This design comes from an exercise in tuning for small area, a short achievable clock period and few clock cycles on the open sky130 flow, not from production work. RTL that was checked went through simulation tests only; none was proved equivalent to the original. No functional check of the RTL was part of runs 1 to 3.

==> flow/design.v <==
module geofence(clk, reset, X, Y, valid, is_inside);
input clk;
input reset;
input [9:0] X;
input [9:0] Y;
output reg valid;
output reg is_inside;
reg [3:0] phase;             
reg [9:0] px, py;            
reg sx, sy;                  
reg [9:0] mx, my;            
reg lsx, lsy, rsx, rsy;
reg [9:0] lmx, lmy, rmx, rmy;
reg ins;
wire [10:0] dx = {1'b0, X} - {1'b0, px};
wire [10:0] dy = {1'b0, Y} - {1'b0, py};
wire [9:0] ax = (dx[9:0] ^ {10{dx[10]}}) + {9'd0, dx[10]};
wire [9:0] ay = (dy[9:0] ^ {10{dy[10]}}) + {9'd0, dy[10]};
wire zx = mx == 10'd0, zy = my == 10'd0;
wire zlx = lmx == 10'd0, zly = lmy == 10'd0;
wire zrx = rmx == 10'd0, zry = rmy == 10'd0;
wire a_dn, a_dz;
xsgn ua(.a(lmx), .b(my), .c(lmy), .d(mx), .neg(a_dn), .zero(a_dz));
wire a_s1 = lsx ^ sy, a_s2 = lsy ^ sx;
wire a_nz = !(zlx || zy) || !(zly || zx);
wire an = (a_s1 == a_s2) ? (a_s1 ? !(a_dn || a_dz) : a_dn) : (a_s1 && a_nz);
wire az = (a_s1 == a_s2) ? a_dz : !a_nz;
wire ap = !an && !az;
wire b_dn, b_dz;
xsgn ub(.a(mx), .b(rmy), .c(my), .d(rmx), .neg(b_dn), .zero(b_dz));
wire b_s1 = sx ^ rsy, b_s2 = sy ^ rsx;
wire b_nz = !(zx || zry) || !(zy || zrx);
wire bn = (b_s1 == b_s2) ? (b_s1 ? !(b_dn || b_dz) : b_dn) : (b_s1 && b_nz);
wire bz = (b_s1 == b_s2) ? b_dz : !b_nz;
wire bp = !bn && !bz;
wire opp = (!zx && (sx ^ lsx)) || (!zy && (sy ^ lsy));
wire hit = (zx && zy) || (an && (bn || bz)) || (az && bn) || (az && bz && opp);
always @(posedge clk or posedge reset) begin
    if (reset) phase <= 4'd0;
    else if (phase == 4'd8) phase <= 4'd0;
    else phase <= phase + 4'd1;
end
always @(posedge clk) begin
    if (phase == 4'd0) begin
        px <= X;
        py <= Y;
    end
    if (phase >= 4'd1 && phase <= 4'd6) begin
        sx <= dx[10]; mx <= ax;
        sy <= dy[10]; my <= ay;
    end
    if (phase == 4'd2) begin
        lsx <= sx; lmx <= mx; lsy <= sy; lmy <= my;
        rsx <= sx; rmx <= mx; rsy <= sy; rmy <= my;
        ins <= zx && zy;
    end else if (phase >= 4'd3 && phase <= 4'd7) begin
        if (hit) ins <= 1'b1;
        if (an && bp) begin lsx <= sx; lmx <= mx; lsy <= sy; lmy <= my; end
        if (ap && bn) begin rsx <= sx; rmx <= mx; rsy <= sy; rmy <= my; end
    end
end
always @(posedge clk or posedge reset) begin
    if (reset) begin
        valid <= 1'b0;
        is_inside <= 1'b0;
    end else begin
        valid <= phase == 4'd7;
        is_inside <= (phase == 4'd7) && (ins || hit);
    end
end
endmodule
module xsgn(input [9:0] a, input [9:0] b, input [9:0] c, input [9:0] d, output neg, output zero);
wire t1 = (a[0] & b[9]) ^ ~(c[0] & d[9]) ^ (a[1] & b[8]);
wire t2 = ((a[0] & b[9]) & ~(c[0] & d[9])) | ((a[0] & b[9]) & (a[1] & b[8])) | (~(c[0] & d[9]) & (a[1] & b[8]));
wire t3 = (a[1] & b[9]) ^ ~(c[1] & d[9]);
wire t4 = (a[1] & b[9]) & ~(c[1] & d[9]);
wire t5 = (a[0] & b[6]) ^ ~(c[0] & d[6]) ^ (a[1] & b[5]);
wire t6 = ((a[0] & b[6]) & ~(c[0] & d[6])) | ((a[0] & b[6]) & (a[1] & b[5])) | (~(c[0] & d[6]) & (a[1] & b[5]));
wire t7 = (a[0] & b[7]) ^ ~(c[0] & d[7]) ^ (a[1] & b[6]);
wire t8 = ((a[0] & b[7]) & ~(c[0] & d[7])) | ((a[0] & b[7]) & (a[1] & b[6])) | (~(c[0] & d[7]) & (a[1] & b[6]));
wire t9 = ~(c[1] & d[6]) ^ (a[2] & b[5]) ^ ~(c[2] & d[5]);
wire t10 = (~(c[1] & d[6]) & (a[2] & b[5])) | (~(c[1] & d[6]) & ~(c[2] & d[5])) | ((a[2] & b[5]) & ~(c[2] & d[5]));
wire t11 = (a[3] & b[4]) ^ ~(c[3] & d[4]);
wire t12 = (a[3] & b[4]) & ~(c[3] & d[4]);
wire t13 = (a[0] & b[8]) ^ ~(c[0] & d[8]) ^ (a[1] & b[7]);
wire t14 = ((a[0] & b[8]) & ~(c[0] & d[8])) | ((a[0] & b[8]) & (a[1] & b[7])) | (~(c[0] & d[8]) & (a[1] & b[7]));
wire t15 = ~(c[1] & d[7]) ^ (a[2] & b[6]) ^ ~(c[2] & d[6]);
wire t16 = (~(c[1] & d[7]) & (a[2] & b[6])) | (~(c[1] & d[7]) & ~(c[2] & d[6])) | ((a[2] & b[6]) & ~(c[2] & d[6]));
wire t17 = (a[3] & b[5]) ^ ~(c[3] & d[5]) ^ (a[4] & b[4]);
wire t18 = ((a[3] & b[5]) & ~(c[3] & d[5])) | ((a[3] & b[5]) & (a[4] & b[4])) | (~(c[3] & d[5]) & (a[4] & b[4]));
wire t19 = ~(c[4] & d[4]) ^ (a[5] & b[3]) ^ ~(c[5] & d[3]);
wire t20 = (~(c[4] & d[4]) & (a[5] & b[3])) | (~(c[4] & d[4]) & ~(c[5] & d[3])) | ((a[5] & b[3]) & ~(c[5] & d[3]));
wire t21 = (a[6] & b[2]) ^ ~(c[6] & d[2]);
wire t22 = (a[6] & b[2]) & ~(c[6] & d[2]);
wire t23 = ~(c[1] & d[8]) ^ (a[2] & b[7]) ^ ~(c[2] & d[7]);
wire t24 = (~(c[1] & d[8]) & (a[2] & b[7])) | (~(c[1] & d[8]) & ~(c[2] & d[7])) | ((a[2] & b[7]) & ~(c[2] & d[7]));
wire t25 = (a[3] & b[6]) ^ ~(c[3] & d[6]) ^ (a[4] & b[5]);
wire t26 = ((a[3] & b[6]) & ~(c[3] & d[6])) | ((a[3] & b[6]) & (a[4] & b[5])) | (~(c[3] & d[6]) & (a[4] & b[5]));
wire t27 = ~(c[4] & d[5]) ^ (a[5] & b[4]) ^ ~(c[5] & d[4]);
wire t28 = (~(c[4] & d[5]) & (a[5] & b[4])) | (~(c[4] & d[5]) & ~(c[5] & d[4])) | ((a[5] & b[4]) & ~(c[5] & d[4]));
wire t29 = (a[6] & b[3]) ^ ~(c[6] & d[3]) ^ (a[7] & b[2]);
wire t30 = ((a[6] & b[3]) & ~(c[6] & d[3])) | ((a[6] & b[3]) & (a[7] & b[2])) | (~(c[6] & d[3]) & (a[7] & b[2]));
wire t31 = ~(c[7] & d[2]) ^ (a[8] & b[1]) ^ ~(c[8] & d[1]);
wire t32 = (~(c[7] & d[2]) & (a[8] & b[1])) | (~(c[7] & d[2]) & ~(c[8] & d[1])) | ((a[8] & b[1]) & ~(c[8] & d[1]));
wire t33 = (a[9] & b[0]) ^ ~(c[9] & d[0]);
wire t34 = (a[9] & b[0]) & ~(c[9] & d[0]);
wire t35 = (a[2] & b[8]) ^ ~(c[2] & d[8]) ^ (a[3] & b[7]);
wire t36 = ((a[2] & b[8]) & ~(c[2] & d[8])) | ((a[2] & b[8]) & (a[3] & b[7])) | (~(c[2] & d[8]) & (a[3] & b[7]));
wire t37 = ~(c[3] & d[7]) ^ (a[4] & b[6]) ^ ~(c[4] & d[6]);
wire t38 = (~(c[3] & d[7]) & (a[4] & b[6])) | (~(c[3] & d[7]) & ~(c[4] & d[6])) | ((a[4] & b[6]) & ~(c[4] & d[6]));
wire t39 = (a[5] & b[5]) ^ ~(c[5] & d[5]) ^ (a[6] & b[4]);
wire t40 = ((a[5] & b[5]) & ~(c[5] & d[5])) | ((a[5] & b[5]) & (a[6] & b[4])) | (~(c[5] & d[5]) & (a[6] & b[4]));
wire t41 = ~(c[6] & d[4]) ^ (a[7] & b[3]) ^ ~(c[7] & d[3]);
wire t42 = (~(c[6] & d[4]) & (a[7] & b[3])) | (~(c[6] & d[4]) & ~(c[7] & d[3])) | ((a[7] & b[3]) & ~(c[7] & d[3]));
wire t43 = (a[8] & b[2]) ^ ~(c[8] & d[2]) ^ (a[9] & b[1]);
wire t44 = ((a[8] & b[2]) & ~(c[8] & d[2])) | ((a[8] & b[2]) & (a[9] & b[1])) | (~(c[8] & d[2]) & (a[9] & b[1]));
wire t45 = ~(c[9] & d[1]) ^ 1'b1 ^ t2;
wire t46 = (~(c[9] & d[1]) & 1'b1) | (~(c[9] & d[1]) & t2) | (1'b1 & t2);
wire t47 = (a[2] & b[9]) ^ ~(c[2] & d[9]) ^ (a[3] & b[8]);
wire t48 = ((a[2] & b[9]) & ~(c[2] & d[9])) | ((a[2] & b[9]) & (a[3] & b[8])) | (~(c[2] & d[9]) & (a[3] & b[8]));
wire t49 = ~(c[3] & d[8]) ^ (a[4] & b[7]) ^ ~(c[4] & d[7]);
wire t50 = (~(c[3] & d[8]) & (a[4] & b[7])) | (~(c[3] & d[8]) & ~(c[4] & d[7])) | ((a[4] & b[7]) & ~(c[4] & d[7]));
wire t51 = (a[5] & b[6]) ^ ~(c[5] & d[6]) ^ (a[6] & b[5]);
wire t52 = ((a[5] & b[6]) & ~(c[5] & d[6])) | ((a[5] & b[6]) & (a[6] & b[5])) | (~(c[5] & d[6]) & (a[6] & b[5]));
wire t53 = ~(c[6] & d[5]) ^ (a[7] & b[4]) ^ ~(c[7] & d[4]);
wire t54 = (~(c[6] & d[5]) & (a[7] & b[4])) | (~(c[6] & d[5]) & ~(c[7] & d[4])) | ((a[7] & b[4]) & ~(c[7] & d[4]));
wire t55 = (a[8] & b[3]) ^ ~(c[8] & d[3]) ^ (a[9] & b[2]);
wire t56 = ((a[8] & b[3]) & ~(c[8] & d[3])) | ((a[8] & b[3]) & (a[9] & b[2])) | (~(c[8] & d[3]) & (a[9] & b[2]));
wire t57 = (a[3] & b[9]) ^ ~(c[3] & d[9]) ^ (a[4] & b[8]);
wire t58 = ((a[3] & b[9]) & ~(c[3] & d[9])) | ((a[3] & b[9]) & (a[4] & b[8])) | (~(c[3] & d[9]) & (a[4] & b[8]));
wire t59 = ~(c[4] & d[8]) ^ (a[5] & b[7]) ^ ~(c[5] & d[7]);
wire t60 = (~(c[4] & d[8]) & (a[5] & b[7])) | (~(c[4] & d[8]) & ~(c[5] & d[7])) | ((a[5] & b[7]) & ~(c[5] & d[7]));
wire t61 = (a[6] & b[6]) ^ ~(c[6] & d[6]) ^ (a[7] & b[5]);
wire t62 = ((a[6] & b[6]) & ~(c[6] & d[6])) | ((a[6] & b[6]) & (a[7] & b[5])) | (~(c[6] & d[6]) & (a[7] & b[5]));
wire t63 = (a[4] & b[9]) ^ ~(c[4] & d[9]) ^ (a[5] & b[8]);
wire t64 = ((a[4] & b[9]) & ~(c[4] & d[9])) | ((a[4] & b[9]) & (a[5] & b[8])) | (~(c[4] & d[9]) & (a[5] & b[8]));
wire t65 = (a[0] & b[4]) ^ ~(c[0] & d[4]) ^ (a[1] & b[3]);
wire t66 = ((a[0] & b[4]) & ~(c[0] & d[4])) | ((a[0] & b[4]) & (a[1] & b[3])) | (~(c[0] & d[4]) & (a[1] & b[3]));
wire t67 = (a[0] & b[5]) ^ ~(c[0] & d[5]) ^ (a[1] & b[4]);
wire t68 = ((a[0] & b[5]) & ~(c[0] & d[5])) | ((a[0] & b[5]) & (a[1] & b[4])) | (~(c[0] & d[5]) & (a[1] & b[4]));
wire t69 = ~(c[1] & d[4]) ^ (a[2] & b[3]) ^ ~(c[2] & d[3]);
wire t70 = (~(c[1] & d[4]) & (a[2] & b[3])) | (~(c[1] & d[4]) & ~(c[2] & d[3])) | ((a[2] & b[3]) & ~(c[2] & d[3]));
wire t71 = (a[3] & b[2]) ^ ~(c[3] & d[2]);
wire t72 = (a[3] & b[2]) & ~(c[3] & d[2]);
wire t73 = ~(c[1] & d[5]) ^ (a[2] & b[4]) ^ ~(c[2] & d[4]);
wire t74 = (~(c[1] & d[5]) & (a[2] & b[4])) | (~(c[1] & d[5]) & ~(c[2] & d[4])) | ((a[2] & b[4]) & ~(c[2] & d[4]));
wire t75 = (a[3] & b[3]) ^ ~(c[3] & d[3]) ^ (a[4] & b[2]);
wire t76 = ((a[3] & b[3]) & ~(c[3] & d[3])) | ((a[3] & b[3]) & (a[4] & b[2])) | (~(c[3] & d[3]) & (a[4] & b[2]));
wire t77 = ~(c[4] & d[2]) ^ (a[5] & b[1]) ^ ~(c[5] & d[1]);
wire t78 = (~(c[4] & d[2]) & (a[5] & b[1])) | (~(c[4] & d[2]) & ~(c[5] & d[1])) | ((a[5] & b[1]) & ~(c[5] & d[1]));
wire t79 = (a[6] & b[0]) ^ ~(c[6] & d[0]);
wire t80 = (a[6] & b[0]) & ~(c[6] & d[0]);
wire t81 = (a[4] & b[3]) ^ ~(c[4] & d[3]) ^ (a[5] & b[2]);
wire t82 = ((a[4] & b[3]) & ~(c[4] & d[3])) | ((a[4] & b[3]) & (a[5] & b[2])) | (~(c[4] & d[3]) & (a[5] & b[2]));
wire t83 = ~(c[5] & d[2]) ^ (a[6] & b[1]) ^ ~(c[6] & d[1]);
wire t84 = (~(c[5] & d[2]) & (a[6] & b[1])) | (~(c[5] & d[2]) & ~(c[6] & d[1])) | ((a[6] & b[1]) & ~(c[6] & d[1]));
wire t85 = (a[7] & b[0]) ^ ~(c[7] & d[0]) ^ 1'b1;
wire t86 = ((a[7] & b[0]) & ~(c[7] & d[0])) | ((a[7] & b[0]) & 1'b1) | (~(c[7] & d[0]) & 1'b1);
wire t87 = t6 ^ t7 ^ t9;
wire t88 = (t6 & t7) | (t6 & t9) | (t7 & t9);
wire t89 = (a[7] & b[1]) ^ ~(c[7] & d[1]) ^ (a[8] & b[0]);
wire t90 = ((a[7] & b[1]) & ~(c[7] & d[1])) | ((a[7] & b[1]) & (a[8] & b[0])) | (~(c[7] & d[1]) & (a[8] & b[0]));
wire t91 = ~(c[8] & d[0]) ^ 1'b1 ^ t8;
wire t92 = (~(c[8] & d[0]) & 1'b1) | (~(c[8] & d[0]) & t8) | (1'b1 & t8);
wire t93 = t10 ^ t12 ^ t13;
wire t94 = (t10 & t12) | (t10 & t13) | (t12 & t13);
wire t95 = t15 ^ t17 ^ t19;
wire t96 = (t15 & t17) | (t15 & t19) | (t17 & t19);
wire t97 = 1'b1 ^ t1 ^ t14;
wire t98 = (1'b1 & t1) | (1'b1 & t14) | (t1 & t14);
wire t99 = t16 ^ t18 ^ t20;
wire t100 = (t16 & t18) | (t16 & t20) | (t18 & t20);
wire t101 = t22 ^ t23 ^ t25;
wire t102 = (t22 & t23) | (t22 & t25) | (t23 & t25);
wire t103 = t27 ^ t29 ^ t31;
wire t104 = (t27 & t29) | (t27 & t31) | (t29 & t31);
wire t105 = t3 ^ t24 ^ t26;
wire t106 = (t3 & t24) | (t3 & t26) | (t24 & t26);
wire t107 = t28 ^ t30 ^ t32;
wire t108 = (t28 & t30) | (t28 & t32) | (t30 & t32);
wire t109 = t34 ^ t35 ^ t37;
wire t110 = (t34 & t35) | (t34 & t37) | (t35 & t37);
wire t111 = t39 ^ t41 ^ t43;
wire t112 = (t39 & t41) | (t39 & t43) | (t41 & t43);
wire t113 = ~(c[9] & d[2]) ^ t4 ^ t36;
wire t114 = (~(c[9] & d[2]) & t4) | (~(c[9] & d[2]) & t36) | (t4 & t36);
wire t115 = t38 ^ t40 ^ t42;
wire t116 = (t38 & t40) | (t38 & t42) | (t40 & t42);
wire t117 = t44 ^ t46 ^ t47;
wire t118 = (t44 & t46) | (t44 & t47) | (t46 & t47);
wire t119 = t49 ^ t51 ^ t53;
wire t120 = (t49 & t51) | (t49 & t53) | (t51 & t53);
wire t121 = ~(c[7] & d[5]) ^ (a[8] & b[4]) ^ ~(c[8] & d[4]);
wire t122 = (~(c[7] & d[5]) & (a[8] & b[4])) | (~(c[7] & d[5]) & ~(c[8] & d[4])) | ((a[8] & b[4]) & ~(c[8] & d[4]));
wire t123 = (a[9] & b[3]) ^ ~(c[9] & d[3]) ^ t48;
wire t124 = ((a[9] & b[3]) & ~(c[9] & d[3])) | ((a[9] & b[3]) & t48) | (~(c[9] & d[3]) & t48);
wire t125 = t50 ^ t52 ^ t54;
wire t126 = (t50 & t52) | (t50 & t54) | (t52 & t54);
wire t127 = t56 ^ t57 ^ t59;
wire t128 = (t56 & t57) | (t56 & t59) | (t57 & t59);
wire t129 = ~(c[5] & d[8]) ^ (a[6] & b[7]) ^ ~(c[6] & d[7]);
wire t130 = (~(c[5] & d[8]) & (a[6] & b[7])) | (~(c[5] & d[8]) & ~(c[6] & d[7])) | ((a[6] & b[7]) & ~(c[6] & d[7]));
wire t131 = (a[7] & b[6]) ^ ~(c[7] & d[6]) ^ (a[8] & b[5]);
wire t132 = ((a[7] & b[6]) & ~(c[7] & d[6])) | ((a[7] & b[6]) & (a[8] & b[5])) | (~(c[7] & d[6]) & (a[8] & b[5]));
wire t133 = ~(c[8] & d[5]) ^ (a[9] & b[4]) ^ ~(c[9] & d[4]);
wire t134 = (~(c[8] & d[5]) & (a[9] & b[4])) | (~(c[8] & d[5]) & ~(c[9] & d[4])) | ((a[9] & b[4]) & ~(c[9] & d[4]));
wire t135 = t58 ^ t60 ^ t62;
wire t136 = (t58 & t60) | (t58 & t62) | (t60 & t62);
wire t137 = (a[5] & b[9]) ^ ~(c[5] & d[9]) ^ (a[6] & b[8]);
wire t138 = ((a[5] & b[9]) & ~(c[5] & d[9])) | ((a[5] & b[9]) & (a[6] & b[8])) | (~(c[5] & d[9]) & (a[6] & b[8]));
wire t139 = ~(c[6] & d[8]) ^ (a[7] & b[7]) ^ ~(c[7] & d[7]);
wire t140 = (~(c[6] & d[8]) & (a[7] & b[7])) | (~(c[6] & d[8]) & ~(c[7] & d[7])) | ((a[7] & b[7]) & ~(c[7] & d[7]));
wire t141 = (a[8] & b[6]) ^ ~(c[8] & d[6]) ^ (a[9] & b[5]);
wire t142 = ((a[8] & b[6]) & ~(c[8] & d[6])) | ((a[8] & b[6]) & (a[9] & b[5])) | (~(c[8] & d[6]) & (a[9] & b[5]));
wire t143 = (a[6] & b[9]) ^ ~(c[6] & d[9]) ^ (a[7] & b[8]);
wire t144 = ((a[6] & b[9]) & ~(c[6] & d[9])) | ((a[6] & b[9]) & (a[7] & b[8])) | (~(c[6] & d[9]) & (a[7] & b[8]));
wire t145 = (a[0] & b[2]) ^ ~(c[0] & d[2]);
wire t146 = (a[0] & b[2]) & ~(c[0] & d[2]);
wire t147 = (a[0] & b[3]) ^ ~(c[0] & d[3]) ^ (a[1] & b[2]);
wire t148 = ((a[0] & b[3]) & ~(c[0] & d[3])) | ((a[0] & b[3]) & (a[1] & b[2])) | (~(c[0] & d[3]) & (a[1] & b[2]));
wire t149 = ~(c[1] & d[2]) ^ (a[2] & b[1]) ^ ~(c[2] & d[1]);
wire t150 = (~(c[1] & d[2]) & (a[2] & b[1])) | (~(c[1] & d[2]) & ~(c[2] & d[1])) | ((a[2] & b[1]) & ~(c[2] & d[1]));
wire t151 = ~(c[1] & d[3]) ^ (a[2] & b[2]) ^ ~(c[2] & d[2]);
wire t152 = (~(c[1] & d[3]) & (a[2] & b[2])) | (~(c[1] & d[3]) & ~(c[2] & d[2])) | ((a[2] & b[2]) & ~(c[2] & d[2]));
wire t153 = (a[3] & b[1]) ^ ~(c[3] & d[1]) ^ (a[4] & b[0]);
wire t154 = ((a[3] & b[1]) & ~(c[3] & d[1])) | ((a[3] & b[1]) & (a[4] & b[0])) | (~(c[3] & d[1]) & (a[4] & b[0]));
wire t155 = ~(c[4] & d[0]) ^ 1'b1;
wire t156 = ~(c[4] & d[0]) & 1'b1;
wire t157 = (a[4] & b[1]) ^ ~(c[4] & d[1]) ^ (a[5] & b[0]);
wire t158 = ((a[4] & b[1]) & ~(c[4] & d[1])) | ((a[4] & b[1]) & (a[5] & b[0])) | (~(c[4] & d[1]) & (a[5] & b[0]));
wire t159 = ~(c[5] & d[0]) ^ 1'b1 ^ t66;
wire t160 = (~(c[5] & d[0]) & 1'b1) | (~(c[5] & d[0]) & t66) | (1'b1 & t66);
wire t161 = t67 ^ t69 ^ t71;
wire t162 = (t67 & t69) | (t67 & t71) | (t69 & t71);
wire t163 = 1'b1 ^ t5 ^ t68;
wire t164 = (1'b1 & t5) | (1'b1 & t68) | (t5 & t68);
wire t165 = t70 ^ t72 ^ t73;
wire t166 = (t70 & t72) | (t70 & t73) | (t72 & t73);
wire t167 = t75 ^ t77 ^ t79;
wire t168 = (t75 & t77) | (t75 & t79) | (t77 & t79);
wire t169 = t11 ^ t74 ^ t76;
wire t170 = (t11 & t74) | (t11 & t76) | (t74 & t76);
wire t171 = t78 ^ t80 ^ t81;
wire t172 = (t78 & t80) | (t78 & t81) | (t80 & t81);
wire t173 = t83 ^ t85 ^ t87;
wire t174 = (t83 & t85) | (t83 & t87) | (t85 & t87);
wire t175 = t21 ^ t82 ^ t84;
wire t176 = (t21 & t82) | (t21 & t84) | (t82 & t84);
wire t177 = t86 ^ t88 ^ t89;
wire t178 = (t86 & t88) | (t86 & t89) | (t88 & t89);
wire t179 = t91 ^ t93 ^ t95;
wire t180 = (t91 & t93) | (t91 & t95) | (t93 & t95);
wire t181 = t33 ^ t90 ^ t92;
wire t182 = (t33 & t90) | (t33 & t92) | (t90 & t92);
wire t183 = t94 ^ t96 ^ t97;
wire t184 = (t94 & t96) | (t94 & t97) | (t96 & t97);
wire t185 = t99 ^ t101 ^ t103;
wire t186 = (t99 & t101) | (t99 & t103) | (t101 & t103);
wire t187 = t45 ^ t98 ^ t100;
wire t188 = (t45 & t98) | (t45 & t100) | (t98 & t100);
wire t189 = t102 ^ t104 ^ t105;
wire t190 = (t102 & t104) | (t102 & t105) | (t104 & t105);
wire t191 = t107 ^ t109 ^ t111;
wire t192 = (t107 & t109) | (t107 & t111) | (t109 & t111);
wire t193 = t55 ^ t106 ^ t108;
wire t194 = (t55 & t106) | (t55 & t108) | (t106 & t108);
wire t195 = t110 ^ t112 ^ t113;
wire t196 = (t110 & t112) | (t110 & t113) | (t112 & t113);
wire t197 = t115 ^ t117 ^ t119;
wire t198 = (t115 & t117) | (t115 & t119) | (t117 & t119);
wire t199 = t61 ^ t114 ^ t116;
wire t200 = (t61 & t114) | (t61 & t116) | (t114 & t116);
wire t201 = t118 ^ t120 ^ t121;
wire t202 = (t118 & t120) | (t118 & t121) | (t120 & t121);
wire t203 = t123 ^ t125 ^ t127;
wire t204 = (t123 & t125) | (t123 & t127) | (t125 & t127);
wire t205 = t63 ^ t122 ^ t124;
wire t206 = (t63 & t122) | (t63 & t124) | (t122 & t124);
wire t207 = t126 ^ t128 ^ t129;
wire t208 = (t126 & t128) | (t126 & t129) | (t128 & t129);
wire t209 = t131 ^ t133 ^ t135;
wire t210 = (t131 & t133) | (t131 & t135) | (t133 & t135);
wire t211 = ~(c[9] & d[5]) ^ t64 ^ t130;
wire t212 = (~(c[9] & d[5]) & t64) | (~(c[9] & d[5]) & t130) | (t64 & t130);
wire t213 = t132 ^ t134 ^ t136;
wire t214 = (t132 & t134) | (t132 & t136) | (t134 & t136);
wire t215 = t137 ^ t139 ^ t141;
wire t216 = (t137 & t139) | (t137 & t141) | (t139 & t141);
wire t217 = ~(c[7] & d[8]) ^ (a[8] & b[7]) ^ ~(c[8] & d[7]);
wire t218 = (~(c[7] & d[8]) & (a[8] & b[7])) | (~(c[7] & d[8]) & ~(c[8] & d[7])) | ((a[8] & b[7]) & ~(c[8] & d[7]));
wire t219 = (a[9] & b[6]) ^ ~(c[9] & d[6]) ^ t138;
wire t220 = ((a[9] & b[6]) & ~(c[9] & d[6])) | ((a[9] & b[6]) & t138) | (~(c[9] & d[6]) & t138);
wire t221 = t140 ^ t142 ^ t143;
wire t222 = (t140 & t142) | (t140 & t143) | (t142 & t143);
wire t223 = (a[7] & b[9]) ^ ~(c[7] & d[9]) ^ (a[8] & b[8]);
wire t224 = ((a[7] & b[9]) & ~(c[7] & d[9])) | ((a[7] & b[9]) & (a[8] & b[8])) | (~(c[7] & d[9]) & (a[8] & b[8]));
wire t225 = ~(c[8] & d[8]) ^ (a[9] & b[7]) ^ ~(c[9] & d[7]);
wire t226 = (~(c[8] & d[8]) & (a[9] & b[7])) | (~(c[8] & d[8]) & ~(c[9] & d[7])) | ((a[9] & b[7]) & ~(c[9] & d[7]));
wire t227 = (a[0] & b[1]) ^ ~(c[0] & d[1]);
wire t228 = (a[0] & b[1]) & ~(c[0] & d[1]);
wire t229 = (a[1] & b[1]) ^ ~(c[1] & d[1]) ^ (a[2] & b[0]);
wire t230 = ((a[1] & b[1]) & ~(c[1] & d[1])) | ((a[1] & b[1]) & (a[2] & b[0])) | (~(c[1] & d[1]) & (a[2] & b[0]));
wire t231 = ~(c[2] & d[0]) ^ 1'b1;
wire t232 = ~(c[2] & d[0]) & 1'b1;
wire t233 = (a[3] & b[0]) ^ ~(c[3] & d[0]) ^ 1'b1;
wire t234 = ((a[3] & b[0]) & ~(c[3] & d[0])) | ((a[3] & b[0]) & 1'b1) | (~(c[3] & d[0]) & 1'b1);
wire t235 = t146 ^ t147 ^ t149;
wire t236 = (t146 & t147) | (t146 & t149) | (t147 & t149);
wire t237 = t65 ^ t148 ^ t150;
wire t238 = (t65 & t148) | (t65 & t150) | (t148 & t150);
wire t239 = t151 ^ t153 ^ t155;
wire t240 = (t151 & t153) | (t151 & t155) | (t153 & t155);
wire t241 = t152 ^ t154 ^ t156;
wire t242 = (t152 & t154) | (t152 & t156) | (t154 & t156);
wire t243 = t157 ^ t159 ^ t161;
wire t244 = (t157 & t159) | (t157 & t161) | (t159 & t161);
wire t245 = t158 ^ t160 ^ t162;
wire t246 = (t158 & t160) | (t158 & t162) | (t160 & t162);
wire t247 = t163 ^ t165 ^ t167;
wire t248 = (t163 & t165) | (t163 & t167) | (t165 & t167);
wire t249 = t164 ^ t166 ^ t168;
wire t250 = (t164 & t166) | (t164 & t168) | (t166 & t168);
wire t251 = t169 ^ t171 ^ t173;
wire t252 = (t169 & t171) | (t169 & t173) | (t171 & t173);
wire t253 = t170 ^ t172 ^ t174;
wire t254 = (t170 & t172) | (t170 & t174) | (t172 & t174);
wire t255 = t175 ^ t177 ^ t179;
wire t256 = (t175 & t177) | (t175 & t179) | (t177 & t179);
wire t257 = t176 ^ t178 ^ t180;
wire t258 = (t176 & t178) | (t176 & t180) | (t178 & t180);
wire t259 = t181 ^ t183 ^ t185;
wire t260 = (t181 & t183) | (t181 & t185) | (t183 & t185);
wire t261 = t182 ^ t184 ^ t186;
wire t262 = (t182 & t184) | (t182 & t186) | (t184 & t186);
wire t263 = t187 ^ t189 ^ t191;
wire t264 = (t187 & t189) | (t187 & t191) | (t189 & t191);
wire t265 = t188 ^ t190 ^ t192;
wire t266 = (t188 & t190) | (t188 & t192) | (t190 & t192);
wire t267 = t193 ^ t195 ^ t197;
wire t268 = (t193 & t195) | (t193 & t197) | (t195 & t197);
wire t269 = t194 ^ t196 ^ t198;
wire t270 = (t194 & t196) | (t194 & t198) | (t196 & t198);
wire t271 = t199 ^ t201 ^ t203;
wire t272 = (t199 & t201) | (t199 & t203) | (t201 & t203);
wire t273 = t200 ^ t202 ^ t204;
wire t274 = (t200 & t202) | (t200 & t204) | (t202 & t204);
wire t275 = t205 ^ t207 ^ t209;
wire t276 = (t205 & t207) | (t205 & t209) | (t207 & t209);
wire t277 = t206 ^ t208 ^ t210;
wire t278 = (t206 & t208) | (t206 & t210) | (t208 & t210);
wire t279 = t211 ^ t213 ^ t215;
wire t280 = (t211 & t213) | (t211 & t215) | (t213 & t215);
wire t281 = t212 ^ t214 ^ t216;
wire t282 = (t212 & t214) | (t212 & t216) | (t214 & t216);
wire t283 = t217 ^ t219 ^ t221;
wire t284 = (t217 & t219) | (t217 & t221) | (t219 & t221);
wire t285 = t144 ^ t218 ^ t220;
wire t286 = (t144 & t218) | (t144 & t220) | (t218 & t220);
wire t287 = t222 ^ t223 ^ t225;
wire t288 = (t222 & t223) | (t222 & t225) | (t223 & t225);
wire t289 = (a[8] & b[9]) ^ ~(c[8] & d[9]) ^ (a[9] & b[8]);
wire t290 = ((a[8] & b[9]) & ~(c[8] & d[9])) | ((a[8] & b[9]) & (a[9] & b[8])) | (~(c[8] & d[9]) & (a[9] & b[8]));
wire t291 = ~(c[9] & d[8]) ^ t224 ^ t226;
wire t292 = (~(c[9] & d[8]) & t224) | (~(c[9] & d[8]) & t226) | (t224 & t226);
wire t293 = (a[1] & b[0]) ^ ~(c[1] & d[0]);
wire t294 = (a[1] & b[0]) & ~(c[1] & d[0]);
wire t295 = t145 ^ t228 ^ t229;
wire t296 = (t145 & t228) | (t145 & t229) | (t228 & t229);
wire t297 = t230 ^ t232 ^ t233;
wire t298 = (t230 & t232) | (t230 & t233) | (t232 & t233);
wire t299 = t234 ^ t236 ^ t237;
wire t300 = (t234 & t236) | (t234 & t237) | (t236 & t237);
wire t301 = t238 ^ t240 ^ t241;
wire t302 = (t238 & t240) | (t238 & t241) | (t240 & t241);
wire t303 = t242 ^ t244 ^ t245;
wire t304 = (t242 & t244) | (t242 & t245) | (t244 & t245);
wire t305 = t246 ^ t248 ^ t249;
wire t306 = (t246 & t248) | (t246 & t249) | (t248 & t249);
wire t307 = t250 ^ t252 ^ t253;
wire t308 = (t250 & t252) | (t250 & t253) | (t252 & t253);
wire t309 = t254 ^ t256 ^ t257;
wire t310 = (t254 & t256) | (t254 & t257) | (t256 & t257);
wire t311 = t258 ^ t260 ^ t261;
wire t312 = (t258 & t260) | (t258 & t261) | (t260 & t261);
wire t313 = t262 ^ t264 ^ t265;
wire t314 = (t262 & t264) | (t262 & t265) | (t264 & t265);
wire t315 = t266 ^ t268 ^ t269;
wire t316 = (t266 & t268) | (t266 & t269) | (t268 & t269);
wire t317 = t270 ^ t272 ^ t273;
wire t318 = (t270 & t272) | (t270 & t273) | (t272 & t273);
wire t319 = t274 ^ t276 ^ t277;
wire t320 = (t274 & t276) | (t274 & t277) | (t276 & t277);
wire t321 = t278 ^ t280 ^ t281;
wire t322 = (t278 & t280) | (t278 & t281) | (t280 & t281);
wire t323 = t282 ^ t284 ^ t285;
wire t324 = (t282 & t284) | (t282 & t285) | (t284 & t285);
wire t325 = t286 ^ t288 ^ t289;
wire t326 = (t286 & t288) | (t286 & t289) | (t288 & t289);
wire t327 = (a[9] & b[9]) ^ ~(c[9] & d[9]) ^ t290;
wire t328 = ((a[9] & b[9]) & ~(c[9] & d[9])) | ((a[9] & b[9]) & t290) | (~(c[9] & d[9]) & t290);
wire t329 = (a[0] & b[0]) ^ ~(c[0] & d[0]);
wire t330 = (a[0] & b[0]) & ~(c[0] & d[0]);
wire t331 = 1'b1 ^ t227 ^ t293;
wire t332 = (1'b1 & t227) | (1'b1 & t293) | (t227 & t293);
wire t333 = t231 ^ t294 ^ t295;
wire t334 = (t231 & t294) | (t231 & t295) | (t294 & t295);
wire t335 = t235 ^ t296 ^ t297;
wire t336 = (t235 & t296) | (t235 & t297) | (t296 & t297);
wire t337 = t239 ^ t298 ^ t299;
wire t338 = (t239 & t298) | (t239 & t299) | (t298 & t299);
wire t339 = t243 ^ t300 ^ t301;
wire t340 = (t243 & t300) | (t243 & t301) | (t300 & t301);
wire t341 = t247 ^ t302 ^ t303;
wire t342 = (t247 & t302) | (t247 & t303) | (t302 & t303);
wire t343 = t251 ^ t304 ^ t305;
wire t344 = (t251 & t304) | (t251 & t305) | (t304 & t305);
wire t345 = t255 ^ t306 ^ t307;
wire t346 = (t255 & t306) | (t255 & t307) | (t306 & t307);
wire t347 = t259 ^ t308 ^ t309;
wire t348 = (t259 & t308) | (t259 & t309) | (t308 & t309);
wire t349 = t263 ^ t310 ^ t311;
wire t350 = (t263 & t310) | (t263 & t311) | (t310 & t311);
wire t351 = t267 ^ t312 ^ t313;
wire t352 = (t267 & t312) | (t267 & t313) | (t312 & t313);
wire t353 = t271 ^ t314 ^ t315;
wire t354 = (t271 & t314) | (t271 & t315) | (t314 & t315);
wire t355 = t275 ^ t316 ^ t317;
wire t356 = (t275 & t316) | (t275 & t317) | (t316 & t317);
wire t357 = t279 ^ t318 ^ t319;
wire t358 = (t279 & t318) | (t279 & t319) | (t318 & t319);
wire t359 = t283 ^ t320 ^ t321;
wire t360 = (t283 & t320) | (t283 & t321) | (t320 & t321);
wire t361 = t287 ^ t322 ^ t323;
wire t362 = (t287 & t322) | (t287 & t323) | (t322 & t323);
wire t363 = t291 ^ t324 ^ t325;
wire t364 = (t291 & t324) | (t291 & t325) | (t324 & t325);
wire t365 = t292 ^ t326 ^ t327;
wire t366 = (t292 & t326) | (t292 & t327) | (t326 & t327);
wire [20:0] x = {1'b1, t328, t364, t362, t360, t358, t356, t354, t352, t350, t348, t346, t344, t342, t340, t338, t336, t334, t332, t330, 1'b1};
wire [20:0] y = {1'b0, t366, t365, t363, t361, t359, t357, t355, t353, t351, t349, t347, t345, t343, t341, t339, t337, t335, t333, t331, t329};
wire [20:0] s = x + y;
assign neg = s[20];
wire [20:0] cz = {x[19:0] | y[19:0], 1'b0};
assign zero = ~|(x ^ y ^ cz);
endmodule
==> flow/run.sh <==
#!/bin/bash
# synth_recipe.tcl (not shown) runs the flow's synth.tcl, then flattens the netlist and writes it again
# the make line also repeats each setting of config.mk as NAME=value (left out here)
make -C /OpenROAD-flow-scripts/flow DESIGN_CONFIG=/design/flow/config.mk WORK_HOME=/design/flow/orfs CLKGATE_MAP_FILE= SYNTH_SCRIPT=/design/flow/synth_recipe.tcl finish
==> flow/config.mk <==
export PLATFORM = sky130hd
export DESIGN_NAME = geofence
export DESIGN_NICKNAME = geofence
export VERILOG_FILES = /design/flow/design.v
export SDC_FILE = /design/flow/constraint.sdc
export NUM_CORES = 4
export LEC_CHECK = 0
export CAP_MARGIN = 20
export CORE_MARGIN = 2
export CORE_UTILIZATION = 40
export PLACE_DENSITY = 0.6
export SLEW_MARGIN = 20
==> flow/constraint.sdc <==
create_clock -name core_clock -period 12.0 [get_ports {clk}]
set_input_delay 2.4000 -clock core_clock [delete_from_list [all_inputs] [get_ports {clk}]]
set_output_delay 2.4000 -clock core_clock [all_outputs]
set_load 0.01 [all_outputs]
==> results of run 1 <==
[critical path, cell delays in order, from the launching register on]
cell	delay, ps
sky130_fd_sc_hd__edfxtp_1	1080
sky130_fd_sc_hd__nand2_1	180
sky130_fd_sc_hd__fa_1	540
sky130_fd_sc_hd__inv_1	50
sky130_fd_sc_hd__fa_1	450
sky130_fd_sc_hd__fa_1	490
sky130_fd_sc_hd__inv_1	50
sky130_fd_sc_hd__fa_1	380
sky130_fd_sc_hd__fa_1	530
sky130_fd_sc_hd__fa_1	430
sky130_fd_sc_hd__ha_1	350
sky130_fd_sc_hd__a211oi_1	240
sky130_fd_sc_hd__o21bai_1	110
sky130_fd_sc_hd__a211oi_1	410
sky130_fd_sc_hd__o221ai_1	310
sky130_fd_sc_hd__or2_2	340
sky130_fd_sc_hd__a22oi_1	350
sky130_fd_sc_hd__nand4_1	160
sky130_fd_sc_hd__nand2_1	740
[final cells by class]
| type | instances | share of cell area |
|---|---|---|
| multi-input cells | 1204 | 0.685 |
| well taps | 539 | 0.0369 |
| repair buffers | 40 | 0.0202 |
| clock inverters | 7 | 0.00623 |
| inverters | 427 | 0.0877 |
| flip-flops and latches | 93 | 0.151 |
| clock buffers | 9 | 0.0123 |
[state kept, by name (all words and copies together) (netlist names)]
register   cells
lmx           10
rsy            1
rmx           10
px            10
valid          1
my            10
lmy           10
is_inside      1
mx            10
ins            1
phase          4
sy             1
rmy           10
rsx            1
lsx            1
py            10
sx             1
lsy            1
[kinds of logic (layout without fill, tap and decap cells)]
| group | after synthesis | count (layout) |
|---|---|---|
| simple gates | 551 | 551 |
| buf+inv | 511 | 483 |
| fa+ha+maj | 467 | 467 |
| compound gates | 106 | 106 |
| flops | 93 | 93 |
| xor+xnor | 76 | 76 |
| mux | 4 | 4 |
[synth_stat cells (all sizes together) (25+ instances only)]
| master | instances |
|---|---|
| clkbuf | 80 |
| xor2 | 37 |
| inv | 427 |
| fa | 328 |
| ha | 139 |
| nand2 | 229 |
| nand3 | 25 |
| and2 | 195 |
| a21oi | 26 |
| xnor2 | 39 |
| edfxtp | 87 |
| nor2 | 28 |
[metal layers]
layer,part of all wire,track usage
met1,0.43,0.271
met2,0.48,0.340
met3,0.055,0.0216
met4,0.030,0.0597
met5,0,0
[cells in the final DEF (no fill, tap or decap), types with 15 or more instances in the layout]
master and count:
sky130_fd_sc_hd__and2_1 195, sky130_fd_sc_hd__nor2_1 27, sky130_fd_sc_hd__fa_1 328, sky130_fd_sc_hd__nand2_1 229, sky130_fd_sc_hd__ha_1 139, sky130_fd_sc_hd__xnor2_1 39
sky130_fd_sc_hd__nand3_1 25, sky130_fd_sc_hd__a21oi_1 26, sky130_fd_sc_hd__inv_1 427, sky130_fd_sc_hd__edfxtp_1 87, sky130_fd_sc_hd__nor4_1 19, sky130_fd_sc_hd__clkdlybuf4s50_1 23
sky130_fd_sc_hd__buf_4 15, sky130_fd_sc_hd__xor2_1 37, sky130_fd_sc_hd__o21ai_0 20
[worst min-delay path by stage]
stage | from | to | slack (ps)
after detailed placement | phase[0] | phase[0] | 510
after global placement | phase[0] | phase[0] | 510
final | phase[0] | phase[0] | 520
after CTS | phase[0] | phase[0] | 520
after floorplan | phase[0] | phase[0] | 470
after global routing | phase[0] | phase[0] | 560
[stage by stage]
stage	util	instances	hold slack, ps
floorplan	-	1808	473
global placement	0.425	2301	507
detailed placement	0.425	2301	506
CTS	0.433	2317	518
global route	0.434	2319	563
finish	0.434	2319	520
==> flow_metrics.env, run 1 <==
export IMPL_outcome="finished clean"
export IMPL_post_route_worst_setup_slack_ps=4410
export IMPL_dieHeight_microns=211
export IMPL_synth_area_top_cells="sky130_fd_sc_hd__fa_1, sky130_fd_sc_hd__edfxtp_1, sky130_fd_sc_hd__ha_1"
export IMPL_io_pins=24
export IMPL_netlist_cell_type_count=54
export IMPL_synth_xor_area_share=0.0387
export IMPL_syn_avg_cell_area_sq_um=9.50
export IMPL_synth_compound_area_frac=0.0412
export IMPL_worst_r2r_endpoint="rmx[5]"
export IMPL_start_util=0.408
export IMPL_fin_skew_ps=8.14
export IMPL_dpl_hpwl_microns=31900
export IMPL_post_synth_fa_ha_maj_area_fraction=0.483
export IMPL_first_pass_grt_wire_length_microns=69300
export IMPL_die_width_microns=211
export IMPL_fin_nets=2264
export IMPL_ys_async_sr_fraction=0.0645
export IMPL_synth_mux_area_fraction=0.00240
export IMPL_rows=75
export IMPL_core_sq_um=42100
export IMPL_detail_route_vias_per_cell=5.10
export IMPL_root_buffer="sky130_fd_sc_hd__clkbuf_16"
export IMPL_yosys_most_used_dff="sky130_fd_sc_hd__edfxtp_1"
export IMPL_h_tree_depth=3
export IMPL_routability_driven_placement_congestion_ratio=0.863
export IMPL_cts_setup_buffers=0
export IMPL_finalWorstPathRequiredPeriod_ps=7590
export IMPL_post_synth_edffs=87
export IMPL_synth_yosys_warnings=1
export IMPL_num_vias=11821
export IMPL_drt_iter0_drc=681
export IMPL_clk_latency_ps=340
export IMPL_synth_top_family_by_area="adder cells"
export IMPL_path_clk_slew_ps=70
export IMPL_netlist_area_sq_um=17200
export IMPL_fill_cells=4053
export IMPL_worstReg2RegStart="mx[3]"
export IMPL_post_cts_hold_buffer_count=0
export IMPL_cts_sinks=93
export IMPL_post_syn_instances=1808
export IMPL_max_cap_violations=0
export IMPL_grt_use_total=0.200
export IMPL_critPathCaptureType="register"
export IMPL_antenna_violations_before_repair=1
export IMPL_max_slew_worst_pin_slew_ps=1100
export IMPL_synth_ff_latch_count=93
export IMPL_regToRegSetupSlack_ps=4410
export IMPL_finalInstanceArea_sq_um=18300
export IMPL_quantity_of_gates_resized_following_cts=0
export IMPL_globalRouteOverflowTotal=0
export IMPL_rsz0062_at_grt="false"
export IMPL_achievable_frequency_mhz=132
export IMPL_synthesis_nets=2297
export IMPL_post_synthesis_simple_gate_area_fraction=0.162
export IMPL_pre_cts_slack_ps=4440
export IMPL_sequential_cell_area_sq_um=2760
export IMPL_report_final_slew_viol_count=0
export IMPL_diodes=0
export IMPL_multi_input_gate_area_in_the_final_layout_sq_um=12500
export IMPL_drc=0
export IMPL_startpoint="mx[3]"
export IMPL_worst_path_max_fanout=23
export IMPL_drive_gt1_frac=0.0270
export IMPL_setup_tns_ps=0
export IMPL_timing_max_slew_rel_slack=0.265
export IMPL_placedInstanceArea_sq_um=17900
export IMPL_synth_largest_area_cell="sky130_fd_sc_hd__fa_1"
export IMPL_area_share_of_the_largest_cell_type_after_synthesis=0.382
export IMPL_numCtsBuffers=9
export IMPL_grt_max_degree=24
export IMPL_worstHoldPathType="register to register"
export IMPL_timing_critical_path_arrival_ps=7540
export IMPL_dieArea_sq_um=44600
export IMPL_postRouteWirelength_microns=41900
export IMPL_proportion_of_synthesized_chip_area_in_sequential_cells=0.161
export IMPL_postRouteAntennaNets=0
export IMPL_detail_route_wl_per_cell_microns=18.0
export IMPL_cts_tree="built"
export IMPL_period_share=0.632
export IMPL_critPathLaunchType="register"
export IMPL_reg2reg_depth=18
export IMPL_finalHoldViolCount=0
export IMPL_first_global_vias=13173
export IMPL_areaGrowthSynthToFinish_pct=6.37
export IMPL_path_class="register to register"
export IMPL_end_point_of_the_critical_path="rmx[5]"
export IMPL_detail_route_first_pass_iterations=5
export IMPL_portBuffers=23
export IMPL_cp_required_ps=11960
export IMPL_hold_crit_depth=1
export IMPL_clockBufferDepth=2
export IMPL_timing_final_setup_violations=0
==> inputs of run 2 (changes only) <==
--- a/flow/config.mk
+++ b/flow/config.mk
@@ -9,4 +9,5 @@
 export CORE_MARGIN = 2
 export CORE_UTILIZATION = 40
 export PLACE_DENSITY = 0.6
+export SETUP_SLACK_MARGIN = 5
 export SLEW_MARGIN = 20
==> run 2 against run 1 <==
Compared with the run above:
- worst setup slack gained 900 ps
- clock skew rose by 3.1 ps
- critical path type unchanged
- synthesized cell count is the same
- still clean
==> flow_metrics.env, run 2 <==
export IMPL_outcome="finished clean"
export IMPL_critPathLaunchType="register"
export IMPL_clockBufferDepth=2
export IMPL_path_class="register to register"
export IMPL_synthesis_nets=2297
export IMPL_period_share=0.557
export IMPL_first_pass_grt_wire_length_microns=70000
export IMPL_netlist_cell_type_count=54
export IMPL_netlist_area_sq_um=17200
export IMPL_finalWorstPathRequiredPeriod_ps=6680
export IMPL_synthMostInstantiatedCell="sky130_fd_sc_hd__inv_1"
export IMPL_h_tree_depth=3
export IMPL_startpoint="rmy[3]"
export IMPL_timing_final_setup_violations=0
export IMPL_start_util=0.408
export IMPL_worstReg2RegStart="rmy[3]"
export IMPL_end_point_of_the_critical_path="lmx[8]"
export IMPL_final_core_util=0.443
export IMPL_post_syn_instances=1808
export IMPL_cp_required_ps=12100
export IMPL_num_vias=12054
export IMPL_grt_use_total=0.206
export IMPL_layout_cells_most_common="sky130_fd_sc_hd__inv_1"
export IMPL_drive_gt1_frac=0.0542
export IMPL_root_buffer="sky130_fd_sc_hd__clkbuf_16"
export IMPL_fill_cells=3995
export IMPL_post_synth_most_frequent_cells="sky130_fd_sc_hd__inv_1, sky130_fd_sc_hd__fa_1, sky130_fd_sc_hd__nand2_1"
export IMPL_worst_r2r_endpoint="lmx[8]"
export IMPL_regToRegSetupSlack_ps=5320
export IMPL_setup_tns_ps=0
export IMPL_postRouteAntennaNets=0
export IMPL_synth_largest_area_cell="sky130_fd_sc_hd__fa_1"
export IMPL_worst_path_max_fanout=11
export IMPL_die_width_microns=211
export IMPL_rsz0062_at_grt="false"
export IMPL_synth_area_top_cells="sky130_fd_sc_hd__fa_1, sky130_fd_sc_hd__edfxtp_1, sky130_fd_sc_hd__ha_1"
export IMPL_finalHoldViolCount=0
export IMPL_syn_avg_cell_area_sq_um=9.50
export IMPL_detail_route_wl_per_cell_microns=18.2
export IMPL_core_sq_um=42100
export IMPL_dieHeight_microns=211
export IMPL_post_route_worst_setup_slack_ps=5320
export IMPL_ys_async_sr_fraction=0.0645
export IMPL_achievable_frequency_mhz=150
export IMPL_detail_route_first_pass_iterations=5
export IMPL_grt_max_degree=24
export IMPL_areaGrowthSynthToFinish_pct=8.60
export IMPL_portBuffers=23
export IMPL_timing_max_slew_rel_slack=0.394
export IMPL_detail_route_vias_per_cell=5.09
export IMPL_diodes=0
export IMPL_synth_yosys_warnings=1
export IMPL_placed_cells=2302
export IMPL_yosys_most_used_dff="sky130_fd_sc_hd__edfxtp_1"
export IMPL_path_clk_slew_ps=60
export IMPL_critPathCaptureType="register"
export IMPL_fin_skew_ps=11.3
export IMPL_dpl_hpwl_microns=31800
export IMPL_max_cap_violations=0
export IMPL_most_used_cells_in_the_layout_excluding_fill_and_tap_cells="sky130_fd_sc_hd__inv_1, sky130_fd_sc_hd__fa_1, sky130_fd_sc_hd__nand2_1"
export IMPL_io_pins=24
export IMPL_routability_driven_placement_congestion_ratio=0.857
export IMPL_drc=0
export IMPL_worstHoldPathType="register to register"
export IMPL_globalRouteOverflowTotal=0
export IMPL_postRouteWirelength_microns=43100
export IMPL_finalInstanceArea_sq_um=18700
export IMPL_post_synth_edffs=87
export IMPL_area_share_of_the_largest_cell_type_after_synthesis=0.382
export IMPL_timing_critical_path_arrival_ps=6790
export IMPL_max_slew_worst_pin_slew_ps=909
export IMPL_cts_tree="built"
export IMPL_clk_latency_ps=340
export IMPL_antenna_violations_before_repair=0
export IMPL_cts_sinks=93
export IMPL_numCtsBuffers=9
export IMPL_final_hold_worst_slack_ps=517
export IMPL_hold_crit_depth=1
export IMPL_fin_nets=2313
export IMPL_proportion_of_synthesized_chip_area_in_sequential_cells=0.161
export IMPL_synth_ff_latch_count=93
export IMPL_dieArea_sq_um=44600
export IMPL_drt_iter0_drc=763
export IMPL_fin_cells=2367
export IMPL_pre_cts_slack_ps=4520
export IMPL_report_final_slew_viol_count=0
export IMPL_first_global_vias=12946
export IMPL_rows=75
export IMPL_placedInstanceArea_sq_um=17900
export IMPL_reg2reg_depth=19
## run 2: worst min path at each step
stage	startpoint	end	slack [ps]
finish	phase[0]	phase[0]	520
global route	phase[0]	phase[0]	570
CTS	phase[0]	phase[0]	520
detailed placement	phase[0]	phase[0]	510
global placement	phase[0]	phase[0]	510
floorplan	phase[0]	phase[0]	470
## run 2: layout make-up
class	count	area, sq um	area share
tap	539	674	0.0361
timing repair buffer	87	734	0.0394
clock inverter	5	76.3	0.00409
sequential	93	2760	0.148
clock buffer	10	229	0.0123
multi-input combinational	1206	12600	0.674
inverter	427	1600	0.0859
## run 2: worst max-delay path: stages (launching register included)
cell and delay (ps):
sky130_fd_sc_hd__edfxtp_1 670, sky130_fd_sc_hd__and2_1 300, sky130_fd_sc_hd__fa_1 540, sky130_fd_sc_hd__inv_1 50, sky130_fd_sc_hd__fa_1 410, sky130_fd_sc_hd__fa_1 530, sky130_fd_sc_hd__inv_1 60, sky130_fd_sc_hd__fa_1 410
sky130_fd_sc_hd__fa_1 530, sky130_fd_sc_hd__fa_1 440, sky130_fd_sc_hd__ha_1 350, sky130_fd_sc_hd__nand4_1 170, sky130_fd_sc_hd__nor3_1 90, sky130_fd_sc_hd__o41ai_2 400, sky130_fd_sc_hd__nand3_1 300, sky130_fd_sc_hd__nand3_1 140
sky130_fd_sc_hd__o21ai_0 90, sky130_fd_sc_hd__mux2i_1 600, sky130_fd_sc_hd__o31ai_4 170, sky130_fd_sc_hd__buf_12 180
## run 2: cells by family after synthesis
logic type	share of synthesized area
flip-flops	0.161
multiplexers	0.00240
AO/OA/AOI/OAI	0.0412
XOR/XNOR	0.0387
adder cells (fa/ha/maj)	0.483
AND/OR/NAND/NOR	0.162
buffers and inverters	0.112
## run 2: what timing repair did
| item | 4_1_cts | 5_1_grt |
|---|---|---|
| gates cloned | 1 | 1 |
| gates resized for setup | 3 | 4 |
| hold endpoints to repair | 0 | 0 |
| pin swaps | 2 | 1 |
| buffers inserted | 9 | 39 |
| hold buffers | 0 | 0 |
| endpoints found under the setup margin | 44 | 46 |
## run 2: layer usage
layer	track usage	routed length, microns
met1	0.269	17700
met4	0.0712	1130
met5	0	0
met2	0.348	21200
met3	0.0335	3110
==> inputs of run 3 (changes only) <==
--- a/flow/config.mk
+++ b/flow/config.mk
@@ -5,6 +5,7 @@
 export SDC_FILE = /design/flow/constraint.sdc
 export NUM_CORES = 4
 export LEC_CHECK = 0
+export ABC_CLOCK_PERIOD_IN_PS = 5000
 export CAP_MARGIN = 20
 export CORE_MARGIN = 2
 export CORE_UTILIZATION = 40
==> run 3 against run 2 <==
Compared with the run above:
- synthesized cell count did not move
- final area did not move
- utilization did not move
- hold slack did not move
- critical path depth did not move
- flip-flop and latch count did not move
==> flow_metrics.env, run 3 <==
export IMPL_rows=75
export IMPL_cp_required_ps=12100
export IMPL_antenna_violations_before_repair=0
export IMPL_clockBufferDepth=2
export IMPL_finalHoldViolCount=0
export IMPL_dieHeight_microns=211
export IMPL_yosys_most_used_dff="sky130_fd_sc_hd__edfxtp_1"
export IMPL_achievable_frequency_mhz=150
export IMPL_max_cap_violations=0
export IMPL_post_syn_instances=1808
export IMPL_post_route_worst_setup_slack_ps=5320
export IMPL_detail_route_wl_per_cell_microns=18.2
export IMPL_ys_async_sr_fraction=0.0645
export IMPL_postRouteWirelength_microns=43100
export IMPL_io_pins=24
export IMPL_crit_chain="and2_1, fa_1, inv_1, fa_1, fa_1, inv_1, fa_1, fa_1, fa_1, ha_1, nand4_1, nor3_1, o41ai_2, nand3_1, nand3_1, o21ai_0, mux2i_1, o31ai_4, buf_12"
export IMPL_max_stage_delay_cell_worst_path="sky130_fd_sc_hd__edfxtp_1"
export IMPL_h_tree_depth=3
export IMPL_fin_skew_ps=11.3
export IMPL_drc=0
export IMPL_post_synth_edffs=87
export IMPL_worst_path_max_fanout=11
export IMPL_dpl_hpwl_microns=31800
export IMPL_diodes=0
export IMPL_numCtsBuffers=9
export IMPL_synth_largest_area_cell="sky130_fd_sc_hd__fa_1"
export IMPL_netlist_area_sq_um=17200
export IMPL_portBuffers=23
export IMPL_detail_route_first_pass_iterations=5
export IMPL_cts_tree="built"
export IMPL_netlist_cell_type_count=54
export IMPL_post_cts_hold_buffer_count=0
export IMPL_die_width_microns=211
export IMPL_rsz0062_at_grt="false"
export IMPL_drt_iter0_drc=763
export IMPL_timing_final_setup_violations=0
export IMPL_fill_cells=3995
export IMPL_drive_gt1_frac=0.0542
export IMPL_grt_max_degree=24
export IMPL_period_share=0.557
export IMPL_root_buffer="sky130_fd_sc_hd__clkbuf_16"
export IMPL_path_class="register to register"
export IMPL_path_clk_slew_ps=60
export IMPL_critPathLaunchType="register"
export IMPL_num_vias=12054
export IMPL_worstHoldPathType="register to register"
export IMPL_reg2reg_depth=19
export IMPL_area_share_of_the_largest_cell_type_after_synthesis=0.382
export IMPL_timing_critical_path_arrival_ps=6790
export IMPL_start_util=0.408
export IMPL_report_final_slew_viol_count=0
export IMPL_postRouteAntennaNets=0
export IMPL_core_sq_um=42100
export IMPL_proportion_of_synthesized_chip_area_in_sequential_cells=0.161
export IMPL_hold_crit_depth=1
export IMPL_cts_sinks=93
export IMPL_globalRouteOverflowTotal=0
export IMPL_synth_ff_latch_count=93
export IMPL_timing_max_slew_rel_slack=0.394
export IMPL_critical_path_max_stage_delay_ps=670
export IMPL_clk_latency_ps=340
export IMPL_synthesis_nets=2297
export IMPL_first_global_vias=12946
export IMPL_max_slew_worst_pin_slew_ps=909
export IMPL_layout_cells_most_common="sky130_fd_sc_hd__inv_1"
export IMPL_synth_area_top_cells="sky130_fd_sc_hd__fa_1, sky130_fd_sc_hd__edfxtp_1, sky130_fd_sc_hd__ha_1"
export IMPL_most_used_cells_in_the_layout_excluding_fill_and_tap_cells="sky130_fd_sc_hd__inv_1, sky130_fd_sc_hd__fa_1, sky130_fd_sc_hd__nand2_1"
export IMPL_critPathCaptureType="register"
export IMPL_synthMostInstantiatedCell="sky130_fd_sc_hd__inv_1"
export IMPL_finalWorstPathRequiredPeriod_ps=6680
export IMPL_detail_route_vias_per_cell=5.09
export IMPL_areaGrowthSynthToFinish_pct=8.60
export IMPL_dieArea_sq_um=44600
export IMPL_post_synth_most_frequent_cells="sky130_fd_sc_hd__inv_1, sky130_fd_sc_hd__fa_1, sky130_fd_sc_hd__nand2_1"
export IMPL_pre_cts_slack_ps=4520
export IMPL_syn_avg_cell_area_sq_um=9.50
export IMPL_setup_tns_ps=0
export IMPL_fin_nets=2313
export IMPL_outcome="finished clean"
export IMPL_crit_top_cell="sky130_fd_sc_hd__fa_1"
export IMPL_grt_use_total=0.206
export IMPL_routability_driven_placement_congestion_ratio=0.857
export IMPL_synth_yosys_warnings=1
export IMPL_first_pass_grt_wire_length_microns=70000
-- run 3: cell counts after synthesis --
Identical to the previous run, type by type.
-- run 3: stage by stage --
stage          cell area (sq um)   util  std cells  hold slack, ps
5_1_grt                    18700  0.443       2367             571
6_report                   18700  0.443       2367             517
2_1_floorplan              17200      -       1808             473
3_5_place_dp               17900  0.425       2302             509
4_1_cts                    18300  0.435       2327             519
3_3_place_gp               17900  0.425       2302             508
-- run 3: layout make-up --
type | count | area [sq um] | share of cell area
Sequential cell | 93 | 2760 | 0.148
Clock buffer | 10 | 229 | 0.0123
Multi-Input combinational cell | 1206 | 12600 | 0.674
Clock inverter | 5 | 76.3 | 0.00409
Tap cell | 539 | 674 | 0.0361
Inverter | 427 | 1600 | 0.0859
Timing Repair Buffer | 87 | 734 | 0.0394
-- run 3: logic make-up after synthesis --
| group | synth area share |
|---|---|
| DFF | 0.161 |
| muxes | 0.00240 |
| adders and majority gates | 0.483 |
| xor gates and xnor gates | 0.0387 |
| AOI/OAI and AO/OA | 0.0412 |
| and+or+nand+nor | 0.162 |
| buffers and inverters | 0.112 |
-- run 3: timing repair --
| item | 4_1_cts | 5_1_grt |
|---|---|---|
| pin swaps | 2 | 1 |
| gates resized for setup | 3 | 4 |
| buffers inserted | 9 | 39 |
| cloned | 1 | 1 |
| endpoints found under the setup margin | 44 | 46 |
-- run 3: final timing paths --
| check | from | to | slack [ps] |
|---|---|---|---|
| setup / recovery | rmy[3] | lmx[8] | 5320 |
| hold / removal | phase[0] | phase[0] | 520 |
| setup reg to reg | rmy[3] | lmx[8] | 5320 |
| hold reg to reg | phase[0] | phase[0] | 520 |
| max in group asynchronous | reset | phase[1] | 9540 |
| min in group asynchronous | reset | is_inside | 2270 |
-- run 3: critical path: cells and delay by family, from the launching register on --
kind	cells	cell delay, ps
fa+ha+maj	7	3210
simple gates	5	1000
flops	1	670
compound gates	3	660
mux	1	600
buf+inv	3	290
-- run 3: layer usage --
metal | global-route usage | routed length [microns]
met4 | 0.0712 | 1130
met2 | 0.348 | 21200
met3 | 0.0335 | 3110
met5 | 0 | 0
met1 | 0.269 | 17700
==> inputs of run 4 (changes only) <==
--- a/flow/design.v
+++ b/flow/design.v
@@ -38,17 +38,18 @@
 always @(posedge clk or posedge reset) begin
     if (reset) phase <= 4'd0;
     else if (phase == 4'd8) phase <= 4'd0;
+    else if (phase == 4'd6 && (ins || hit)) phase <= 4'd8;   
     else phase <= phase + 4'd1;
 end
 always @(posedge clk) begin
+    sx <= dx[10]; mx <= ax;
+    sy <= dy[10]; my <= ay;
+end
+always @(posedge clk) begin
     if (phase == 4'd0) begin
         px <= X;
         py <= Y;
     end
-    if (phase >= 4'd1 && phase <= 4'd6) begin
-        sx <= dx[10]; mx <= ax;
-        sy <= dy[10]; my <= ay;
-    end
     if (phase == 4'd2) begin
         lsx <= sx; lmx <= mx; lsy <= sy; lmy <= my;
         rsx <= sx; rmx <= mx; rsy <= sy; rmy <= my;
@@ -64,8 +65,8 @@
         valid <= 1'b0;
         is_inside <= 1'b0;
     end else begin
-        valid <= phase == 4'd7;
-        is_inside <= (phase == 4'd7) && (ins || hit);
+        valid <= (phase == 4'd7) || (phase == 4'd6 && (ins || hit));
+        is_inside <= (phase == 4'd6 || phase == 4'd7) && (ins || hit);
     end
 end
 endmodule
--- a/flow/config.mk
+++ b/flow/config.mk
@@ -5,7 +5,6 @@
 export SDC_FILE = /design/flow/constraint.sdc
 export NUM_CORES = 4
 export LEC_CHECK = 0
-export ABC_CLOCK_PERIOD_IN_PS = 5000
 export CAP_MARGIN = 20
 export CORE_MARGIN = 2
 export CORE_UTILIZATION = 40
==> run 4 against run 3 <==
Compared with the run above:
- via count is 3.2% lower
- non-clock buffer count is 50 lower
- flip-flop and latch count is the same
- critical path depth stayed put
- routed wire length decreased by 4.1%
- synthesized area decreased by 1.1%
- critical endpoint unchanged
==> flow_metrics.env, run 4 <==
export IMPL_crit_chain="buf_4, nand2_1, fa_1, inv_1, fa_1, inv_1, fa_1, inv_1, fa_1, fa_1, fa_1, ha_1, nand4_1, a211o_1, a31oi_1, o2111ai_1, a31oi_1, a21oi_2, o31ai_4"
export IMPL_final_hold_worst_slack_ps=518
export IMPL_crit_top_cell="sky130_fd_sc_hd__fa_1"
export IMPL_path_class="register to register"
export IMPL_root_buffer="sky130_fd_sc_hd__clkbuf_16"
export IMPL_syn_avg_cell_area_sq_um=9.44
export IMPL_worstHoldPathType="register to register"
export IMPL_post_syn_instances=1801
export IMPL_netlist_area_sq_um=17000
export IMPL_numCtsBuffers=9
export IMPL_synth_ff_latch_count=93
export IMPL_dpl_hpwl_microns=31200
export IMPL_layout_cells_most_common="sky130_fd_sc_hd__inv_1"
export IMPL_critical_path_max_stage_delay_ps=900
export IMPL_postRouteWirelength_microns=41300
export IMPL_cts_setup_buffers=0
export IMPL_yosys_most_used_dff="sky130_fd_sc_hd__edfxtp_1"
export IMPL_routability_driven_placement_congestion_ratio=0.850
export IMPL_proportion_of_synthesized_chip_area_in_sequential_cells=0.150
export IMPL_regToRegSetupSlack_ps=5040
export IMPL_start_util=0.405
export IMPL_reg2reg_depth=19
export IMPL_cp_required_ps=11960
export IMPL_worst_r2r_endpoint="lmx[8]"
export IMPL_period_share=0.580
export IMPL_most_used_cells_in_the_layout_excluding_fill_and_tap_cells="sky130_fd_sc_hd__inv_1, sky130_fd_sc_hd__fa_1, sky130_fd_sc_hd__nand2_1"
export IMPL_drc=0
export IMPL_outcome="finished clean"
export IMPL_fin_nets=2254
export IMPL_worst_path_max_fanout=22
export IMPL_dieHeight_microns=210
export IMPL_synth_area_top_cells="sky130_fd_sc_hd__fa_1, sky130_fd_sc_hd__edfxtp_1, sky130_fd_sc_hd__ha_1"
export IMPL_clk_latency_ps=340
export IMPL_timing_max_slew_rel_slack=0.318
export IMPL_diodes=0
export IMPL_hp_start="phase[0]"
export IMPL_io_pins=24
export IMPL_critPathCaptureType="register"
export IMPL_path_clk_slew_ps=60
export IMPL_num_vias=11668
export IMPL_portBuffers=23
export IMPL_critPathLaunchType="register"
export IMPL_timing_critical_path_buf_inv=4
export IMPL_timing_hold_worst_endpoint="phase[0]"
export IMPL_postRouteAntennaNets=0
export IMPL_timing_final_setup_violations=0
export IMPL_max_stage_delay_cell_worst_path="sky130_fd_sc_hd__o31ai_4"
## run 4: metal layers
layer  vias to the layer above  GRT usage  routed length [microns]
met1                      5917      0.269                    17600
met3                        78     0.0277                     2700
li1                       5277          -                        -
met2                       396      0.333                    20200
met4                         0     0.0518                      735
met5                         -          0                        0
## run 4: area by class of cell
cell class	instances	area (sq um)	area share
clock buffer	11	233	0.0129
clock inverter	5	51.3	0.00285
inverter	424	1590	0.0884
multi-input combinational	1202	12600	0.698
sequential	93	2550	0.142
tap	539	674	0.0374
timing repair buffer	37	335	0.0186
## run 4: cells by family (layout without fill, tap and decap cells)
family                     count (synthesis)  count (layout)  share of synthesized area
buffers and inverters                    506             477                      0.112
muxes                                      3               3                    0.00184
xor gates and xnor gates                  80              80                     0.0412
DFF                                       93              93                      0.150
AOI/OAI and AO/OA                        102             102                     0.0454
and+or+nand+nor                          552             552                      0.163
adders and majority gates                465             465                      0.487
## run 4: repair_timing
item	in CTS	in global routing
pin swaps	0	1
endpoints found under the setup margin	49	50
resized for setup	7	4
hold buffers	0	0
## run 4: how the worst max path moves through the flow
stage	slack (ps)	endpoint	startpoint
3_3_place_gp	4860	ins	my[0]
2_1_floorplan	5440	lmx[0]	mx[2]
5_1_grt	4750	lsx	my[8]
6_report	5040	lmx[8]	my[8]
3_5_place_dp	4690	rmx[7]	mx[2]
4_1_cts	5080	lmx[8]	my[8]
## run 4: metrics by stage
| step | std cells | util | setup slack [ps] | cell area (sq um) |
|---|---|---|---|---|
| floorplan | 1801 | - | 5440 | 17000 |
| global placement | 2295 | 0.422 | 4860 | 17700 |
| detailed placement | 2295 | 0.422 | 4690 | 17700 |
| CTS | 2311 | 0.429 | 5080 | 18000 |
| global route | 2311 | 0.429 | 4750 | 18000 |
| finish | 2311 | 0.429 | 5040 | 18000 |
Testbench counts of run 4, summed over its fixed seeds: cycles 70,999.

==> afterwards: timing with drivers on the ports <==
In the flow no input, the clock included, has a driving cell. The finished layouts below were timed again as built, in two steps.
Step 1, drivers: a clkbuf_16 drives clk and a buf_2 each remaining input, both assumed.
Step 2 also shifts input and output timing later by t, the mid clock arrival at the registers, as if the neighbouring blocks saw the same clock.
Three values: no drivers, after step 1, after step 2; two values: the first two.
| run | shift t [ns] | setup slack, ns | worst setup path after step 2 | clock arrival spread, ns |
|---|---|---|---|---|
| run 1 | 0.370 | 4.414 / 4.414 / 4.414 | register to register | 0.008 / 0.008 |
| run 2 | 0.378 | 5.318 / 5.318 / 5.318 | register to register | 0.011 / 0.011 |
| run 3 | 0.378 | 5.318 / 5.318 / 5.318 | register to register | 0.011 / 0.011 |
| run 4 | 0.380 | 5.036 / 5.036 / 5.036 | register to register | 0.011 / 0.011 |
After both steps setup and hold are still met in every run listed.
